This is an optimization exercise on Yosys and OpenROAD, whose aim is small area, a short achievable clock period and few clock cycles, not a production implementation.
The RTL was checked by simulation tests, not by an equivalence proof against the original design.
Power figures rest on the tool's default switching activity, not on a simulated workload.

**ct.hex**
```
49
A7
FD
08
01
84
45
68
85
82
5C
85
97
43
4D
E7
07
25
0F
9A
EC
C2
6A
4E
A7
49
E0
EB
71
BC
AC
C7
D7
57
E9
E2
B1
1B
09
52
33
92
C1
B7
E8
4C
A1
D8
57
2F
FA
B8
72
B9
3A
FC
01
C3
E5
18
32
DF
BB
06
32
2E
4A
01
63
10
10
16
B5
D8
00
00
00
00
00
00
00
00
00
00
00
00
00
00
00
00
00
00
00
00
00
00
00
00
00
00
00
00
00
00
00
00
00
00
00
00
00
00
00
00
00
00
00
00
00
00
00
00
00
00
00
00
00
00
00
00
00
00
00
00
00
00
00
00
00
00
00
00
00
00
00
00
00
00
00
00
00
00
00
00
00
00
00
00
00
00
00
00
00
00
00
00
00
00
00
00
00
00
00
00
00
00
00
00
00
00
00
00
00
00
00
00
00
00
00
00
00
00
00
00
00
00
00
00
00
00
00
00
00
00
00
00
00
00
00
00
00
00
00
00
00
00
00
00
00
00
00
00
00
00
00
00
00
00
00
00
00
00
00
00
00
00
00
00
00
00
00
00
00
00
00
00
00
00
00
00
00
00
00
00
00
00
```
**run.sh**
```bash
#!/bin/bash
# synth_recipe.tcl (not shown) runs the flow's synth.tcl, then flattens the netlist and writes it again
# the make line also repeats each setting of config.mk as NAME=value (left out here)
make -C /OpenROAD-flow-scripts/flow DESIGN_CONFIG=/design/flow/config.mk WORK_HOME=/design/flow/orfs CLKGATE_MAP_FILE= SYNTH_SCRIPT=/design/flow/synth_recipe.tcl finish
```
**config.mk**
```make
export PLATFORM = sky130hd
export DESIGN_NAME = decrypt
export DESIGN_NICKNAME = decrypt
export VERILOG_FILES = /design/flow/design.v
export SDC_FILE = /design/flow/constraint.sdc
export NUM_CORES = 4
export LEC_CHECK = 0
export CAP_MARGIN = 20
export CORE_MARGIN = 2
export CORE_UTILIZATION = 40
export PLACE_DENSITY = 0.6
export SLEW_MARGIN = 20
```
**constraint.sdc**
```tcl
create_clock -name core_clock -period 10.0 [get_ports {clk}]
set_input_delay 2.0000 -clock core_clock [delete_from_list [all_inputs] [get_ports {clk}]]
set_output_delay 2.0000 -clock core_clock [all_outputs]
set_load 0.01 [all_outputs]
```
**design.v**
```verilog
module bram (
    input logic clk,
    input logic [7:0] addr,
    input logic [7:0] din,
    output logic [7:0] dout,
    input logic en,
    input logic wren
);
  logic [7:0] mem[256];
  always_ff @(posedge clk) begin
    if (en) begin
      if (wren) begin
        mem[addr] <= din;
        dout <= din;
      end else begin
        dout <= mem[addr];
      end
    end
  end
endmodule
module ct_rom (
    input logic clk,
    input logic [7:0] addr,
    output logic [7:0] dout
);
  logic [7:0] rom[256];
  initial $readmemh("ct.hex", rom);
  always_ff @(posedge clk) begin
    dout <= rom[addr];
  end
endmodule
module init (
    input logic rst_n,
    input logic clk,
    output logic rdy,
    input  logic en,
    output logic [7:0] ram_addr,
    output logic [7:0] ram_din,
    output logic ram_wren
);
  logic [8:0] i;
  logic running;
  always_ff @(posedge clk or negedge rst_n) begin
    if (~rst_n) begin
      rdy <= 0;
      i <= 0;
      running <= 0;
      ram_wren <= 0;
    end else begin
      if (~running) begin
        rdy <= 1;
      end
      if (~running && en) begin
        rdy <= 0;
        i <= 0;
        running <= 1;
        ram_wren <= 1;
      end
      if (running) begin
        i <= i + 1;
        if (i == 256) begin
          running  <= 0;
          ram_wren <= 0;
        end
      end
    end
  end
  always_ff @(posedge clk) begin
    if (running) begin
      ram_addr <= i;
      ram_din  <= i;
    end
  end
endmodule
module ksa #(
    parameter KEY_LENGTH = 3
) (
    input logic rst_n,
    input logic clk,
    output logic rdy,
    input  logic en,
    output logic [7:0] ram_addr,
    input logic [7:0] ram_dout,
    output logic [7:0] ram_din,
    output logic ram_wren,
    input logic [KEY_LENGTH-1:0][7:0] key
);
  logic [7:0] i, j;
  logic [7:0] si, sj;
  typedef enum {
    RESET,
    ADDR_SI,
    FETCH_SI,
    COPY_SI,
    UPDATE_J,
    ADDR_SJ,
    FETCH_SJ,
    COPY_SJ,
    STORE_SI,
    STORE_SJ,
    DONE
  } ksa_step_t;
  ksa_step_t current_step, next_step;
  always_ff @(posedge clk or negedge rst_n) begin
    if (~rst_n) current_step <= RESET;
    else current_step <= next_step;
  end
  always_comb begin
    next_step = current_step;
    case (current_step)
      RESET: begin
        if (en) next_step = ADDR_SI;
      end
      ADDR_SI: next_step = FETCH_SI;
      FETCH_SI: next_step = COPY_SI;
      COPY_SI: next_step = UPDATE_J;
      UPDATE_J: next_step = ADDR_SJ;
      ADDR_SJ: next_step = FETCH_SJ;
      FETCH_SJ: next_step = COPY_SJ;
      COPY_SJ: next_step = STORE_SI;
      STORE_SI: next_step = STORE_SJ;
      STORE_SJ: begin
        if (i == 0) next_step = DONE;
        else next_step = ADDR_SI;
      end
      DONE: next_step = RESET;
      default: next_step = RESET;
    endcase
  end
  always_ff @(posedge clk or negedge rst_n) begin
    if (~rst_n) begin
      i  <= 0;
      j  <= 0;
      si <= 0;
      sj <= 0;
    end else begin
      case (next_step)
        RESET: begin
          i  <= 0;
          j  <= 0;
          si <= 0;
          sj <= 0;
        end
        ADDR_SI: begin
        end
        FETCH_SI: begin
        end
        COPY_SI: begin
          si <= ram_dout;
        end
        UPDATE_J: begin
          j <= (j + si + key[i%KEY_LENGTH]) % 256;
        end
        ADDR_SJ: begin
        end
        FETCH_SJ: begin
        end
        COPY_SJ: begin
          sj <= ram_dout;
        end
        STORE_SI: begin
        end
        STORE_SJ: begin
          i <= i + 1;
        end
        DONE: begin
        end
        default: begin
        end
      endcase
    end
  end
  always_ff @(posedge clk) begin
    case (next_step)
      ADDR_SI: begin
        ram_din  <= 0;
        ram_addr <= i;
      end
      ADDR_SJ: begin
        ram_addr <= j;
      end
      STORE_SI: begin
        ram_addr <= j;
        ram_din  <= si;
      end
      STORE_SJ: begin
        ram_addr <= i;
        ram_din <= sj;
      end
      DONE: begin
      end
      default: begin
      end
    endcase
  end
  always_ff @(posedge clk or negedge rst_n) begin
    if (~rst_n) begin
      ram_wren <= 0;
    end else begin
      case (next_step)
        ADDR_SI: ram_wren <= 0;
        ADDR_SJ: ram_wren <= 0;
        STORE_SI: ram_wren <= 1;
        STORE_SJ: ram_wren <= 1;
        DONE: ram_wren <= 0;
        default: begin
        end
      endcase
    end
  end
  assign rdy = (current_step == RESET);
endmodule
module prga (
    input logic rst_n,
    input logic clk,
    output logic rdy,
    input  logic en,
    output logic [7:0] s_addr,
    input logic [7:0] s_dout,
    output logic [7:0] s_din,
    output logic s_wren,
    output logic [7:0] ct_addr,
    input  logic [7:0] ct_dout,
    output logic [7:0] pt_addr,
    output logic [7:0] pt_din,
    output logic pt_wren
);
  typedef enum {
    RESET,
    ADDR_LENGTH,
    FETCH_LENGTH,
    COPY_LENGTH,
    UPDATE_I,
    ADDR_SI,
    FETCH_SI,
    COPY_SI,
    UPDATE_J,
    ADDR_SJ,
    FETCH_SJ,
    COPY_SJ,
    STORE_SI,
    STORE_SJ,
    ADDR_PAD,
    FETCH_PAD,
    COPY_PAD,
    ADDR_CT,
    FETCH_CT,
    STORE_PT,
    DONE
  } prga_step_t;
  prga_step_t current_step, next_step;
  logic [7:0] i, j, k, len, si, sj, pad;
  always_ff @(posedge clk or negedge rst_n) begin
    if (~rst_n) current_step <= RESET;
    else current_step <= next_step;
  end
  always_comb begin
    case (current_step)
      RESET:
      if (en) next_step = ADDR_LENGTH;
      else next_step = RESET;
      STORE_PT:
      if (k == len) next_step = DONE;
      else next_step = UPDATE_I;
      DONE: next_step = RESET;
      default: next_step = prga_step_t'(current_step + 1);
    endcase
  end
  always_ff @(posedge clk or negedge rst_n) begin
    if (~rst_n) begin
      i   <= 0;
      j   <= 0;
      k   <= 0;
      len <= 0;
      si  <= 0;
      sj  <= 0;
      pad <= 0;
    end else begin
      case (next_step)
        RESET: begin
          i   <= 0;
          j   <= 0;
          k   <= 0;
          len <= 0;
          si  <= 0;
          sj  <= 0;
          pad <= 0;
        end
        ADDR_LENGTH: begin
        end
        FETCH_LENGTH: begin
        end
        COPY_LENGTH: begin
          len <= ct_dout;
        end
        UPDATE_I: begin
          i <= (i + 1) % 256;
        end
        ADDR_SI: begin
        end
        FETCH_SI: begin
        end
        COPY_SI: begin
          si <= s_dout;
        end
        UPDATE_J: begin
          j <= (j + si) % 256;
        end
        ADDR_SJ: begin
        end
        FETCH_SJ: begin
        end
        COPY_SJ: begin
          sj <= s_dout;
        end
        STORE_SI: begin
        end
        STORE_SJ: begin
        end
        ADDR_PAD: begin
        end
        FETCH_PAD: begin
        end
        COPY_PAD: begin
          pad <= s_dout;
        end
        ADDR_CT: begin
        end
        FETCH_CT: begin
        end
        STORE_PT: begin
          k <= k + 1;
        end
        DONE: begin
        end
        default: begin
        end
      endcase
    end
  end
  always_ff @(posedge clk) begin
    case (next_step)
      ADDR_LENGTH: begin
        ct_addr <= 0;
        pt_addr <= 0;
        pt_din  <= 0;
        s_addr  <= 0;
        s_din   <= 0;
      end
      COPY_LENGTH: begin
        pt_addr <= 0;
        pt_din <= ct_dout;
      end
      UPDATE_I: begin
      end
      ADDR_SI: begin
        s_addr <= i;
      end
      ADDR_SJ: begin
        s_addr <= j;
      end
      STORE_SI: begin
        s_addr <= j;
        s_din  <= si;
      end
      STORE_SJ: begin
        s_addr <= i;
        s_din  <= sj;
      end
      ADDR_PAD: begin
        s_addr <= (si + sj) % 256;
      end
      ADDR_CT: begin
        ct_addr <= k + 1;
      end
      STORE_PT: begin
        pt_addr <= k + 1;
        pt_din <= pad ^ ct_dout;
      end
      DONE: begin
      end
      default: begin
      end
    endcase
  end
  always_ff @(posedge clk or negedge rst_n) begin
    if (~rst_n) begin
      s_wren <= 0;
    end else begin
      case (next_step)
        ADDR_LENGTH: s_wren  <= 0;
        ADDR_SI: s_wren <= 0;
        ADDR_SJ: s_wren <= 0;
        STORE_SI: s_wren <= 1;
        STORE_SJ: s_wren <= 1;
        ADDR_PAD: s_wren <= 0;
        default: begin
        end
      endcase
    end
  end
  always_ff @(posedge clk or negedge rst_n) begin
    if (~rst_n) begin
      pt_wren <= 0;
    end else begin
      case (next_step)
        ADDR_LENGTH: pt_wren <= 0;
        COPY_LENGTH: pt_wren <= 1;
        UPDATE_I: pt_wren <= 0;
        STORE_PT: pt_wren <= 1;
        DONE: pt_wren <= 0;
        default: begin
        end
      endcase
    end
  end
  assign rdy = (current_step == RESET);
endmodule
module decrypt (
    input logic rst_n,
    input logic clk,
    input logic [23:0] key,
    input  logic [7:0] debug_addr,
    output logic [7:0] debug_data,
    output logic done
);
  logic [2:0][7:0] key_bytes;
  assign key_bytes[0] = key[23:16];
  assign key_bytes[1] = key[15:8];
  assign key_bytes[2] = key[7:0];
  logic init_rdy, init_en;
  logic [7:0] init_addr, init_din;
  logic init_wren;
  logic ksa_rdy, ksa_en;
  logic [7:0] ksa_addr, ksa_din;
  logic ksa_wren;
  logic prga_rdy, prga_en;
  logic [7:0] prga_addr, prga_din;
  logic prga_wren;
  logic [7:0] s_addr, s_din, s_dout;
  logic s_wren;
  logic [7:0] ct_addr, ct_dout;
  logic [7:0] pt_addr, prga_pt_addr, pt_din, pt_dout;
  logic pt_wren;
  typedef enum logic [3:0] {
    RESET,
    INIT_WAIT,
    INIT_RUNNING,
    KSA_WAIT,
    KSA_RUNNING,
    PRGA_WAIT,
    PRGA_RUNNING,
    DONE
  } state_t;
  state_t current_state, next_state;
  always_ff @(posedge clk or negedge rst_n) begin
    if (~rst_n) current_state <= RESET;
    else current_state <= next_state;
  end
  always_comb begin
    next_state = current_state;
    case (current_state)
      RESET: next_state = INIT_WAIT;
      INIT_WAIT: if (init_rdy) next_state = INIT_RUNNING;
      INIT_RUNNING: if (init_rdy) next_state = KSA_WAIT;
      KSA_WAIT: if (ksa_rdy) next_state = KSA_RUNNING;
      KSA_RUNNING: if (ksa_rdy) next_state = PRGA_WAIT;
      PRGA_WAIT: if (prga_rdy) next_state = PRGA_RUNNING;
      PRGA_RUNNING: if (prga_rdy) next_state = DONE;
      DONE: next_state = DONE;
      default: next_state = RESET;
    endcase
  end
  always_comb begin
    init_en = 0;
    ksa_en  = 0;
    prga_en = 0;
    case (current_state)
      RESET: begin
      end
      INIT_WAIT: begin
        if (init_rdy) init_en = 1;
      end
      INIT_RUNNING: begin
      end
      KSA_WAIT: begin
        if (ksa_rdy) ksa_en = 1;
      end
      KSA_RUNNING: begin
      end
      PRGA_WAIT: begin
        if (prga_rdy) prga_en = 1;
      end
      PRGA_RUNNING: begin
      end
      DONE: begin
      end
      default: begin
      end
    endcase
  end
  always_comb begin
    if (current_state == RESET || current_state == INIT_WAIT || current_state == INIT_RUNNING) begin
      s_addr = init_addr;
      s_din  = init_din;
      s_wren = init_wren;
    end else if (current_state == KSA_WAIT || current_state == KSA_RUNNING) begin
      s_addr = ksa_addr;
      s_din  = ksa_din;
      s_wren = ksa_wren;
    end else if (current_state == PRGA_WAIT || current_state == PRGA_RUNNING) begin
      s_addr = prga_addr;
      s_din  = prga_din;
      s_wren = prga_wren;
    end else begin
      s_addr = 0;
      s_din  = 0;
      s_wren = 0;
    end
  end
  assign pt_addr = (current_state == DONE) ? debug_addr : prga_pt_addr;
  assign debug_data = (current_state == DONE) ? pt_dout : 8'hFF;
  assign done = (current_state == DONE);
  init init_inst (
      .*,
      .rdy(init_rdy),
      .en(init_en),
      .ram_addr(init_addr),
      .ram_din(init_din),
      .ram_wren(init_wren)
  );
  ksa ksa_inst (
      .*,
      .key(key_bytes),
      .rdy(ksa_rdy),
      .en(ksa_en),
      .ram_addr(ksa_addr),
      .ram_dout(s_dout),
      .ram_din(ksa_din),
      .ram_wren(ksa_wren)
  );
  prga prga_inst (
      .*,
      .pt_addr(prga_pt_addr),
      .rdy(prga_rdy),
      .en(prga_en),
      .s_addr(prga_addr),
      .s_dout(s_dout),
      .s_din(prga_din),
      .s_wren(prga_wren)
  );
  bram s_ram (
      .*,
      .addr(s_addr),
      .dout(s_dout),
      .din (s_din),
      .en  (1),
      .wren(s_wren)
  );
  ct_rom ct_rom (
      .*,
      .addr(ct_addr),
      .dout(ct_dout)
  );
  bram pt_ram (
      .*,
      .addr(pt_addr),
      .dout(pt_dout),
      .din (pt_din),
      .en  (1),
      .wren(pt_wren)
  );
endmodule
```
==> results of run 1 <==
-- state kept, by name, summed over array words and instances (netlist names), 9 cells and up, named ones only --
signal,cells
s_ram.mem,2048
ksa_inst.current_step,32
prga_inst.current_step,32
pt_ram.mem,2048
init_inst.i,9
-- routing by layer --
layer  vias up  routed length, µm  GRT usage, %
li1      33800                  -             -
met1     43700             164000          25.0
met2      2736             198000          30.0
met3       595              23500          2.45
met4         4              10900          4.90
met5         -                 21             0
-- per-stage QoR --
stage | cell area [µm²] | total power, µW | setup slack (ps)
after floorplan | 172000 | 20100 | 3010
final | 194000 | 35800 | 2600
after global routing | 194000 | 36700 | 2080
after detailed placement | 180000 | 20100 | 2930
after global placement | 180000 | 20100 | 2900
after CTS | 194000 | 36100 | 2390
-- cell type report --
class | count | area [µm²]
diodes | 1 | 2.50
clock buffers | 534 | 11400
clock inverters | 259 | 2580
fillers | 35700 | 236000
inverters | 72 | 270
multi-input cells | 3145 | 40800
flip-flops and latches | 4354 | 130000
well taps | 5710 | 7140
repair buffers | 180 | 1950
-- how the worst max path moves through the flow --
stage / startpoint / end / cells past startpoint
2_1_floorplan: current_state[2] / s_ram.mem[0][0] / 7
3_3_place_gp: ksa_inst.i[6] / ksa_inst.j[7] / 31
3_5_place_dp: ksa_inst.i[6] / ksa_inst.j[7] / 31
4_1_cts: register / debug_data[4] / 7
5_1_grt: ksa_inst.i[6] / ksa_inst.j[7] / 31
6_report: register / debug_data[6] / 7
-- layout by cell type (no fill, tap or decap), types with 15 or more instances in the layout --
cell type                         Yosys  routed
sky130_fd_sc_hd__o21ai_0            107     106
sky130_fd_sc_hd__clkbuf_16            0     439
sky130_fd_sc_hd__xnor2_1             41      41
sky130_fd_sc_hd__buf_4                2      99
sky130_fd_sc_hd__nand4_1             15      15
sky130_fd_sc_hd__dfrtp_1            170     168
sky130_fd_sc_hd__clkinv_2             0      78
sky130_fd_sc_hd__nand3_1             76      76
sky130_fd_sc_hd__clkbuf_1           307      88
sky130_fd_sc_hd__mux2i_1             22      22
sky130_fd_sc_hd__a21oi_1             78      78
sky130_fd_sc_hd__and3_1              20      20
sky130_fd_sc_hd__bufinv_16            0      45
sky130_fd_sc_hd__conb_1               1      28
sky130_fd_sc_hd__nor2b_1             29      29
sky130_fd_sc_hd__edfxtp_1          4160    4160
sky130_fd_sc_hd__a22o_1              51      51
sky130_fd_sc_hd__a31oi_1             34      34
sky130_fd_sc_hd__o21ai_1             15      16
sky130_fd_sc_hd__nor2_1             651     651
sky130_fd_sc_hd__buf_12               1      28
sky130_fd_sc_hd__nor3_1              30      29
sky130_fd_sc_hd__mux4_2            1363    1363
sky130_fd_sc_hd__clkinvlp_4           0      18
sky130_fd_sc_hd__nand2_1            214     214
sky130_fd_sc_hd__clkinv_1             2      96
sky130_fd_sc_hd__xor2_1              29      29
sky130_fd_sc_hd__a21o_1              17      17
sky130_fd_sc_hd__nor4_1              21      21
sky130_fd_sc_hd__ha_1                42      42
sky130_fd_sc_hd__inv_1               70      70
sky130_fd_sc_hd__nand2b_1            24      24
sky130_fd_sc_hd__clkdlybuf4s50_1      0      41
-- where the power goes --
group | total [µW] | switching, µW | internal (µW)
Sequential | 19700 | 1.61 | 19700
Combinational | 38.1 | 22.7 | 15.4
Clock | 16100 | 6850 | 9250
Total | 35800 | 6880 | 28900
-- worst max-delay path, stage by stage (launching register included) --
cell,delay (ps)
sky130_fd_sc_hd__dfxtp_4,620
sky130_fd_sc_hd__buf_4,700
sky130_fd_sc_hd__mux4_2,660
sky130_fd_sc_hd__mux4_2,560
sky130_fd_sc_hd__mux4_2,580
sky130_fd_sc_hd__mux4_2,500
sky130_fd_sc_hd__nand2b_1,240
sky130_fd_sc_hd__clkdlybuf4s50_1,550
-- kinds of logic after synthesis --
family / Yosys count / share of synthesized area (%)
buf+inv: 528 / 1.22
flops: 4354 / 75.2
compound gates: 438 / 1.74
other cells: 1 / 0.00218
mux: 1395 / 18.0
simple gates: 1161 / 3.00
xor+xnor: 71 / 0.365
fa+ha+maj: 52 / 0.421
==> flow_summary_export.csv, run 1 <==
group,metric,value,unit
sta,final_hold_viol_count,0,
global_route,grt_antenna_before_repair,9,
synthesis,yosysWarningCount,8,
setup_path,crit_type,"reg2out",
die,dieHeight,660,µm
final_layout,num-nets-final,8273,
synthesis,async_flop_share,3.90,%
sta,fmax,135,MHz
global_route,grt_pass1_vias,82500,
sta,unrepaired_setup_endpoints_after_global_routing,"false",
synthesis,synthTopCellsByCount,"sky130_fd_sc_hd__edfxtp_1, sky130_fd_sc_hd__mux4_2, sky130_fd_sc_hd__nor2_1",
die,start_util,40.1,%
synthesis,synth.cell_area,172000,µm²
drt,first_pass_iters,6,
drt,wl_per_cell,27.9,µm
power,power.static_leakage,0.0531,µW
clock_network,cts_setup_buffers,0,
synthesis,number_of_enable_flip_flop_cells_after_synthesis,4160,
clock_network,worstSkewPairLatency,990,ps
sta,finalSetupViolations,0,
setup_path,rr_endpoint,"ksa_inst.j[7]",
final_layout,flow.area_growth_from_synthesis,12.5,%
clock_network,tritoncts_buffer_count,434,
clock_network,max-clock-path-buffers,4,
worst_hold_path,holdPathStages,1,
synthesis,postSynthAreaPerCell,21.5,µm²
final_layout,final_layout_size_suffix_gt1_share,25.8,%
synthesis,postSynthCellCount,8000,
sta,worst_hold_check_slack,492,ps
setup_path,worstReg2RegStart,"ksa_inst.i[6]",
synthesis,postSynthRegisterBits,4354,
drt,route.antenna.remaining_nets,0,
drt,post_detailed_route_drc_marker_count,0,
setup_path,critical_path.startpoint_type,"register",
setup_path,cp_max_fo,37,
clock_network,cts_repair_resized_insts,0,
global_route,gr-usage-all-layers,18.0,%
clock_network,tritoncts,"built",
sta,worstMarginPinSlew,1150,ps
synthesis,yosys.area.top_type,"sky130_fd_sc_hd__edfxtp_1",
power,power_per_cell_area,185,nW/µm²
synthesis,synth.most_common_cell,"sky130_fd_sc_hd__edfxtp_1",
sta,finClkSkew,60.9,ps
sta,final.min_clock_period,7400,ps
die,io_pins,43,
synthesis,netlist_top_cells_area,"sky130_fd_sc_hd__edfxtp_1, sky130_fd_sc_hd__mux4_2, sky130_fd_sc_hd__dfrtp_1, sky130_fd_sc_hd__nor2_1, sky130_fd_sc_hd__clkbuf_1",
synthesis,yosysSeqAreaShare,75.2,%
sta,finalSetupTns,0,ps
sta,maxSlewViolCount,0,
drt,finalWirelength,397000,µm
worst_hold_path,hold_path_class,"reg2reg",
worst_hold_path,worstHoldEndpoint,"prga_inst.j[7]",
setup_path,cp_data_arrival_time,5400,ps
setup_path,worst-r2r-cell-count,31,
sta,post-route-period-util,74.0,%
die,fp-row-count,241,
setup_path,worst_ep_required_time,8000,ps
drt,post_drt_via_cell_ratio,5.67,
sta,max-slew-margin-rel,23.2,%
die,die_w,660,µm
clock_network,clock_tree.root_cell,"sky130_fd_sc_hd__clkbuf_16",
synthesis,ys_types,94,
synthesis,dominantRegCellSynth,"sky130_fd_sc_hd__edfxtp_1",
outcome,run_status,"finished clean",
placed_design,placed_cells_incl_taps,13500,
global_route,maximum_number_of_pins_on_one_net_before_global_route_repair,225,
flow_run,drv.max_cap_violation_count,0,
power,vdd_drop_max,149,µV
clock_network,cts_sinks,4354,
placed_design,final_hpwl_from_detailed_placement,238000,µm
final_layout,final_core_utilization,45.1,%
final_layout,final_cell_count_no_fill,14300,
clock_network,clk_pin_slew,60,ps
clock_network,cts_hold_repair.buffers,0,
die,placeableCoreArea,430000,µm²
setup_path,ff2ff_setup_slack,2660,ps
global_route,grt_first_pass_wirelength,582000,µm
die,die_area,436000,µm²
worst_hold_path,min_from,"prga_inst.j[7]",
drt,routed-via-count,80800,
setup_path,setup.worst_path.end_class,"primary output",
synthesis,synth_largest_type_area_fraction,72.5,%
placed_design,port-buffer-count,42,
global_route,grt_remaining_overflow,0,
placed_design,place.gp.congestion,0.822,
clock_network,cts_htree_levels,5,
drt,drt-initial-drc-count,9128,
Testbench counts, summed over its fixed seeds: cycles 89,808.
==> run 2: changes to the inputs <==
==> design.v (replaced) <==
module ct_rom (
    input  logic [7:0] addr,
    output logic [7:0] dout
);
  logic [7:0] rom[256];
  initial $readmemh("ct.hex", rom);
  assign dout = rom[addr];
endmodule
module decrypt (
    input logic rst_n,
    input logic clk,
    input logic [23:0] key,
    input  logic [7:0] debug_addr,
    output logic [7:0] debug_data,
    output logic done
);
  localparam int PT_LEN = 74;
  typedef enum logic [2:0] {
    INIT,
    KSA,
    TRANS,
    PRGA,
    FIN,
    DONE
  } phase_t;
  phase_t phase;
  logic [7:0] cnt;   
  logic [1:0] m3;   
  logic [7:0] q;   
  logic [7:0] ai;   
  logic pad_vld;   
  logic [7:0] R[256];
  logic [7:0] P[1:PT_LEN-1];
  logic [7:0] dd;
  logic [7:0] a, b, e, kb, t, pad, ct_byte, ct_len;
  assign a = R[0];
  assign e = q + a;
  assign b = R[8'(e+8'd1)];
  assign t = ai + R[255];
  assign pad = R[t];
  always_comb begin
    case (m3)
      2'd0: kb = key[23:16];
      2'd1: kb = key[15:8];
      default: kb = key[7:0];
    endcase
  end
  ct_rom ct_rom_i (
      .addr(8'(cnt - 8'd1)),
      .dout(ct_byte)
  );
  ct_rom ct_len_i (
      .addr(8'd0),
      .dout(ct_len)
  );
  always_ff @(posedge clk or negedge rst_n) begin
    if (~rst_n) begin
      phase <= INIT;
      cnt <= 0;
      m3 <= 0;
      pad_vld <= 0;
      done <= 0;
    end else begin
      pad_vld <= 0;
      case (phase)
        INIT: begin
          phase <= KSA;
          cnt <= 0;
          m3 <= 2'd1;
        end
        KSA: begin
          cnt <= cnt + 8'd1;
          m3 <= (m3 == 2'd2) ? 2'd0 : m3 + 2'd1;
          if (cnt == 8'd255) phase <= TRANS;
        end
        TRANS: begin
          phase <= PRGA;
          cnt <= 8'd1;
        end
        PRGA: begin
          cnt <= cnt + 8'd1;
          pad_vld <= 1;
          if (cnt == 8'(PT_LEN - 1)) phase <= FIN;
        end
        FIN: begin
          phase <= DONE;
          done <= 1;
        end
        default: ;
      endcase
    end
  end
  always_ff @(posedge clk) begin
    case (phase)
      INIT: q <= key[23:16] - 8'd1;
      KSA:
      if (cnt == 8'd255) begin
        q <= ~((e == 8'd0) ? a : R[1]);
      end else q <= e + kb - 8'd1;
      TRANS: q <= 8'd254;   
      default: begin
        q  <= e - 8'd1;
        ai <= a + ~cnt;
      end
    endcase
  end
  always_ff @(posedge clk) begin
    if (phase == INIT) begin
      for (int p = 0; p < 256; p++) R[p] <= 8'(p);
    end else begin
      for (int p = 0; p < 255; p++) R[p] <= (e == 8'(p)) ? a : R[p+1];
      R[255] <= b;
    end
  end
  always_ff @(posedge clk) begin
    for (int k = 1; k < PT_LEN; k++) if (pad_vld && cnt == 8'(k + 1)) P[k] <= pad ^ ct_byte;
  end
  always_ff @(posedge clk) begin
    if (debug_addr == 8'd0) dd <= ct_len;
    else if (debug_addr < 8'(PT_LEN)) dd <= P[debug_addr];
    else dd <= 8'hFF;
  end
  assign debug_data = dd;
endmodule
==> run 2 against run 1 <==
  * Synthesized area is 25% lower
  * The run now fails in global routing (5_1_grt)
  * Synthesized cell count is 100% higher
==> flow_summary_export.csv, run 2 <==
group,metric,value,unit
synthesis,ys_types,99,
global_route,maximum_number_of_pins_on_one_net_before_global_route_repair,185,
die,fp-row-count,208,
synthesis,postSynthRegisterBits,2671,
global_route,gr-usage-all-layers,101,%
synthesis,synthTopCellsByCount,"sky130_fd_sc_hd__nand2_1, sky130_fd_sc_hd__dfxtp_1, sky130_fd_sc_hd__a21oi_1",
clock_network,max-clock-path-buffers,4,
synthesis,yosysWarningCount,12,
synthesis,dominantRegCellSynth,"sky130_fd_sc_hd__dfxtp_1",
synthesis,synth.most_common_cell,"sky130_fd_sc_hd__nand2_1",
placed_design,port-buffer-count,42,
die,start_util,40.2,%
global_route,grt_remaining_overflow,15400,
placed_design,place.gp.congestion,1.60,
outcome,run_status,"stopped before the end",
clock_network,clock_tree.root_cell,"sky130_fd_sc_hd__clkbuf_16",
clock_network,cts_hold_repair.buffers,0,
synthesis,postSynthAreaPerCell,8.02,µm²
synthesis,number_of_enable_flip_flop_cells_after_synthesis,592,
synthesis,netlist_top_cells_area,"sky130_fd_sc_hd__dfxtp_1, sky130_fd_sc_hd__nand2_1, sky130_fd_sc_hd__edfxtp_1, sky130_fd_sc_hd__a21oi_1, sky130_fd_sc_hd__a22oi_1",
global_route,grt_first_pass_wirelength,2250000,µm
clock_network,cts_sinks,2671,
clock_network,cts_repair_resized_insts,0,
die,io_pins,43,
outcome,outcome.stop_stage,"global routing (5_1_grt)",
synthesis,synth_largest_type_area_fraction,32.1,%
outcome,tool_error,"[ERROR GRT-0116] Global routing finished with congestion. Check the congestion regions in the DRC Viewer.",
clock_network,cts_htree_levels,5,
synthesis,yosys.area.top_type,"sky130_fd_sc_hd__dfxtp_1",
global_route,grt_pass1_vias,196000,
synthesis,synth.cell_area,129000,µm²
clock_network,cts_setup_buffers,0,
die,dieHeight,572,µm
clock_network,tritoncts_buffer_count,283,
placed_design,final_hpwl_from_detailed_placement,1230000,µm
synthesis,yosysSeqAreaShare,46.1,%
synthesis,async_flop_share,0.562,%
synthesis,postSynthCellCount,16100,
die,die_w,572,µm
run 2: changes by cell type after synthesis, sizes merged, moves of 202 or more:
cell,previous run,this run
a21oi,79,1365
mux4,1363,1
nand3,79,1311
nand2,215,4775
a221oi,0,223
edfxtp,4160,592
a22o,51,301
a32oi,1,203
clkbuf,308,954
a22oi,9,906
dfxtp,24,2064
run 2: kinds of logic after synthesis:
| group | after synthesis | share of synthesized area, % |
|---|---|---|
| flops | 2671 | 46.1 |
| fa+ha+maj | 57 | 0.575 |
| mux | 99 | 0.804 |
| buf+inv | 1251 | 3.73 |
| simple gates | 7570 | 24.6 |
| compound gates | 4370 | 23.6 |
| xor+xnor | 60 | 0.482 |
run 2: routing by layer:
metal,GRT usage [%],overflow
met4,102,3074
met2,109,8036
met5,89.7,248
met3,97.1,1964
met1,98.3,2085
run 2: worst max-delay path by stage:
stage,slack (ps),endpoint,cells past startpoint
after floorplan,3410,P[10][2],16
after global placement,1460,P[27][1],17
after detailed placement,1640,P[21][1],16
after CTS,1570,P[45][1],16
run 2: power by group through the flow:
| stage | sequential (µW) | combinational (µW) | clock, µW |
|---|---|---|---|
| detailed placement | 26900 | 52900 | 0 |
| global placement | 27000 | 52800 | 0 |
| floorplan | 18900 | 18700 | 0 |
| CTS | 26700 | 53200 | 11200 |
run 2: through the flow:
stage	hold WS, ps	util, %	std cells	setup slack [ps]	instance area [µm²]
floorplan	431	-	16100	3410	129000
detailed placement	456	44.3	20400	1640	142000
CTS	442	47.3	20900	1570	152000
global placement	449	44.1	20400	1460	142000
Testbench counts of run 2, summed over its fixed seeds: cycles 7,968.

separate check: timing with driven ports:
In the flow no input, the clock included, has a driving cell. The finished layout below was timed again as built, in two steps. Step 1 assumes that a clkbuf_16 drives the clock port and a buf_2 every other input. Step 2, shift: input delay + t, output delay - t, t = (earliest + latest rising clock arrival at the registers) / 2. This alone moves slack from input paths to output paths. a / b / c = ideal / step 1 / step 2; a / b = the first two.
run: run 1
t (ns): 1.054
setup slack, ns: 2.603 / 2.495 / 2.663
hold WS [ns]: 0.492 / 0.492 / 0.492
worst data-port slew with drivers (ns): 0.04
cell pins on the clock port's net: 1
After both steps setup and hold are still met in run 1. For run 1, drivers alone change the setup slack by -0.108 ns; drivers and shift together by +0.060 ns.
